This is an optimization exercise on Yosys and OpenROAD, whose aim is small area, a short achievable clock period and few clock cycles per item, not a production implementation. Function was checked by simulation only, so behaviour that the tests miss may differ from the original. Power figures rest on the tool's default switching activity, not on a simulated workload.

## montgomery
module montgomery(
  input           clk,
  input           resetn,
  input           start,
  input  [380:0]  in_a,
  input  [380:0]  in_b,
  input  [380:0]  in_m,
  input           out_read,
  output [380:0]  result,
  output reg      done
);
Size: roughly 5700 cells after synthesis, about 830 flip-flops, ~0.063 mm2 of cells after synthesis.
==> module montgomery, before the edit <==
module montgomery(
  input           clk,
  input           resetn,
  input           start,
  input  [380:0]  in_a,
  input  [380:0]  in_b,
  input  [380:0]  in_m,
  input           out_read,
  output [380:0]  result,
  output reg      done
);
  localparam W = 386;    
  reg  [383:0] S;        
  reg  [383:0] C;        
  reg          corr;     
  reg        m_it;       
  reg        m_rs;       
  reg        first;      
  reg        safe;       
  reg  [7:0] cnt;        
  reg        d_one, d_two, d_neg;        
  reg        q_one, q_two, q_neg;        
  reg        k_one, y_neg;               
  reg        n_hi, n_lo, cur_hi;         
  reg  [2:0]   b_lo;
  reg  [3:0]   m_lo;
  reg  [4:0]   m_hi;
  wire [W-1:0] Bx = {{(W-381){1'b0}}, in_b[380:3], b_lo};
  wire [W-1:0] Mx = {{(W-381){1'b0}}, in_m[380:4], m_lo};
  wire [1:0]   u     = S[383:382] + C[383:382];
  wire [W-1:0] S_ext = {{(W-383){u[1]}}, u[0], S[381:0]};
  wire [W-1:0] C_ext = {{(W-382){1'b0}}, C[381:0]};
  wire [W-1:0] S_in = m_it ? S_ext : m_rs ? {S_ext[W-3:0], 2'b00} : {W{1'b0}};
  wire [W-1:0] C_in = m_it ? C_ext : m_rs ? {C_ext[W-3:0], 2'b00} : {W{1'b0}};
  wire [W-1:0] Zoc = (({W{d_one}} & Bx) | ({W{d_two}} & {Bx[W-2:0], 1'b0})) ^ {W{d_neg}};
  wire [W-1:0] X;
  assign X[0]       = corr & m_it;
  assign X[1]       = Zoc[0];
  assign X[2]       = Zoc[1] | (corr & m_rs);
  assign X[W-1:3]   = Zoc[W-2:2];
  wire [W-1:0] Ysel = ({W{q_one}} & Mx) | ({W{q_two}} & {Mx[W-2:0], 1'b0})
                    | ({W{k_one}} & {Mx[W-3:0], 2'b00});
  wire [W-1:0] Y;
  assign Y[0]     = q_one;
  assign Y[1]     = Ysel[1] ^ q_neg;
  assign Y[2]     = (Ysel[2] & ~k_one) ^ q_neg | k_one;
  assign Y[W-1:3] = Ysel[W-1:3] ^ {(W-3){y_neg}};
  wire [W-1:0] sum1 = S_in ^ C_in ^ X;
  wire [W-1:0] cy1  = {(S_in[W-2:0] & C_in[W-2:0]) | (S_in[W-2:0] & X[W-2:0]) | (C_in[W-2:0] & X[W-2:0]), d_neg};
  wire [W-1:0] P    = sum1 ^ cy1 ^ Y;
  wire [W-1:0] Q    = {(sum1[W-2:0] & cy1[W-2:0]) | (sum1[W-2:0] & Y[W-2:0]) | (cy1[W-2:0] & Y[W-2:0]), d_neg};
  wire [383:0] S_next = P[W-1:2];
  wire [383:0] C_next = Q[W-1:2];
  wire         corr_next = P[1] | P[0];
  wire         cz     = ~|C[381:0];
  wire         sgn    = u[1];
  wire last = (cnt == 8'd192);
  wire go   = ~m_it & ~m_rs & start;
  function [2:0] booth(input hi, input lo, input pr);
    begin
      booth[0] = lo ^ pr;                            
      booth[1] = (hi & ~lo & ~pr) | (~hi & lo & pr);  
      booth[2] = hi & ~(lo & pr);                     
    end
  endfunction
  wire [2:0] nd = m_it ? booth(n_hi, n_lo, cur_hi) : booth(in_a[1], in_a[0], 1'b0);
  wire [511:0] ax = {131'b0, in_a};
  wire [7:0]   cnt_next = go ? 8'd2 : cnt + 8'd1;
  wire [3:0]   o_next   = m_it ? cnt[3:0] + 4'd1 : 4'd2;
  reg  [11:0]  g_hi, g_lo;
  integer gi;
  always @(posedge clk) begin
    for (gi = 0; gi < 12; gi = gi + 1) begin
      g_hi[gi] <= ax[{gi[3:0], o_next, 1'b1}];
      g_lo[gi] <= ax[{gi[3:0], o_next, 1'b0}];
    end
  end
  wire a_hi = g_hi[cnt[7:4]];
  wire a_lo = g_lo[cnt[7:4]];
  wire [1:0] t0;
  assign t0[0] = P[2] ^ Q[2] ^ corr_next;
  assign t0[1] = ((P[2] & Q[2]) | (P[2] & corr_next) | (Q[2] & corr_next))
               ^ P[3] ^ Q[3] ^ (nd[0] & b_lo[0]);
  wire [1:0] qq = m_it ? {t0[1] ^ (t0[0] & ~m_lo[1]), t0[0]}
                       : {in_a[0] & in_b[0], 1'b0};
  wire [8:0] vh   = {1'b0, ~S_ext[383], S_ext[382:376]} + {3'd0, C[381:376]} + 9'd1;
  wire conf   = m_hi[4];
  wire est_hi = conf & (vh >= {4'd4, m_hi});             
  wire est_lo = conf & (vh <= 9'd127);                     
  wire to_it = go | (m_it & ~last);
  always @(posedge clk) begin
    S    <= S_next;
    C    <= C_next;
    corr <= corr_next;
    n_hi   <= m_it ? a_hi : in_a[3];
    n_lo   <= m_it ? a_lo : in_a[2];
    cur_hi <= m_it ? n_hi : in_a[1];
    if (~m_it & ~m_rs) begin
      b_lo <= in_b[2:0];
      m_lo <= in_m[3:0];
      m_hi <= in_m[380:376];
    end
  end
  always @(posedge clk or negedge resetn) begin
    if (!resetn) begin
      m_it <= 1'b0; m_rs <= 1'b0; first <= 1'b0; safe <= 1'b0; done <= 1'b0;
      cnt <= 8'd0;
      d_one <= 1'b0; d_two <= 1'b0; d_neg <= 1'b0;
      q_one <= 1'b0; q_two <= 1'b0; q_neg <= 1'b0;
      k_one <= 1'b0; y_neg <= 1'b0;
    end else begin
      d_one <= to_it & nd[0];
      d_two <= to_it & nd[1];
      d_neg <= to_it & nd[2];
      q_one <= to_it & qq[0];
      q_two <= to_it & (qq == 2'd2);
      q_neg <= to_it & (qq == 2'd3);
      cnt   <= cnt_next;
      k_one <= 1'b0;
      y_neg <= to_it & (qq == 2'd3);
      if (go) begin
        m_it <= 1'b1;
      end else if (m_it) begin
        if (last) begin
          m_it  <= 1'b0;
          m_rs  <= 1'b1;
          first <= 1'b1;
        end
      end else if (m_rs & ~done) begin
        if (first) begin
          first <= 1'b0;
          safe  <= conf;
          k_one <= est_hi | est_lo;
          y_neg <= est_hi;
        end else if (cz & ~k_one) begin
          if (sgn) begin
            k_one <= 1'b1;
            safe  <= 1'b1;
          end else if (safe) begin
            done  <= 1'b1;
          end else begin
            k_one <= 1'b1;
            y_neg <= 1'b1;
            safe  <= 1'b1;
          end
        end
      end else if (done & out_read) begin
        done <= 1'b0;
        m_rs <= 1'b0;
      end
    end
  end
  assign result = S[380:0];
endmodule
export LEC_CHECK = 0
export CAP_MARGIN = 40
export CORE_MARGIN = 2
export CORE_UTILIZATION = 30
export SLEW_MARGIN = 40
create_clock -name core_clock -period 10.0 [get_ports {clk}]
standard.sh (not shown) runs the stock make flow with config.mk's settings and CLKGATE_MAP_FILE= SYNTH_SCRIPT=/design/flow/synth_recipe.tcl, a recipe that flattens the netlist after the stock synthesis.
==> flow/flow/run.sh <==
#!/bin/bash
set -euo pipefail
export BUFFER_PORTS_ARGS="-buffer_cell sky130_fd_sc_hd__buf_1"
export SETUP_SLACK_MARGIN=6.5
bash standard.sh finish > standard_flow.log 2>&1
The baseline finished with timing, DRC and antenna clean.
Testbench counts at the start, summed over its fixed seeds: cycles 38,216, items 192.
Rerun with:
--- a/flow/design.v
+++ b/flow/design.v
@@ -68,11 +68,10 @@
   wire [511:0] ax = {131'b0, in_a};
   wire [7:0]   cnt_next = go ? 8'd2 : cnt + 8'd1;
-  wire [3:0]   o_next   = m_it ? cnt[3:0] + 4'd1 : 4'd2;
   reg  [11:0]  g_hi, g_lo;
   integer gi;
   always @(posedge clk) begin
     for (gi = 0; gi < 12; gi = gi + 1) begin
-      g_hi[gi] <= ax[{gi[3:0], o_next, 1'b1}];
-      g_lo[gi] <= ax[{gi[3:0], o_next, 1'b0}];
+      g_hi[gi] <= ax[{gi[3:0], cnt_next[3:0], 1'b1}];
+      g_lo[gi] <= ax[{gi[3:0], cnt_next[3:0], 1'b0}];
     end
   end
The new run produced a clean layout; critical path depth decreases by 6; setup slack improves by 32 ps; synthesized area decreases by 0.71%; total power went down by 10%; final area went down by 1.1%; final cell count shrinks by 1.1%.
Testbench counts after the change, summed over its fixed seeds: cycles 38,216, items 192.

separate check: timing with driven ports:
The flow's constraints put no driver on any port. The routed layouts listed below were extracted and timed again, unchanged, in two steps. Step 1 sets driving cells, clkbuf_16 on the clock port and buf_2 on the other inputs (assumed; they add their load-dependent delay and slew). Step 2, shift: input delay + t, output delay - t, t = (earliest + latest rising clock arrival at the registers) / 2. This alone moves slack from input paths to output paths. a / b / c = no drivers / after step 1 / after step 2; a / b = the first two.
run	t (ns)	setup WS [ns]	worst setup path after step 2	clock arrival spread, ns	slew at the worst register clock pin (ns)
the first run	0.855	6.463 / 6.420 / 5.919	input to register	0.048 / 0.049	0.07 / 0.07
the second run	0.829	6.495 / 6.400 / 5.695	input to register	0.070 / 0.070	0.07 / 0.07
After both steps setup and hold are still met in every run listed. The setup slack of the second run, which loses most, moves by -0.095 ns with the drivers and by -0.800 ns with both steps.
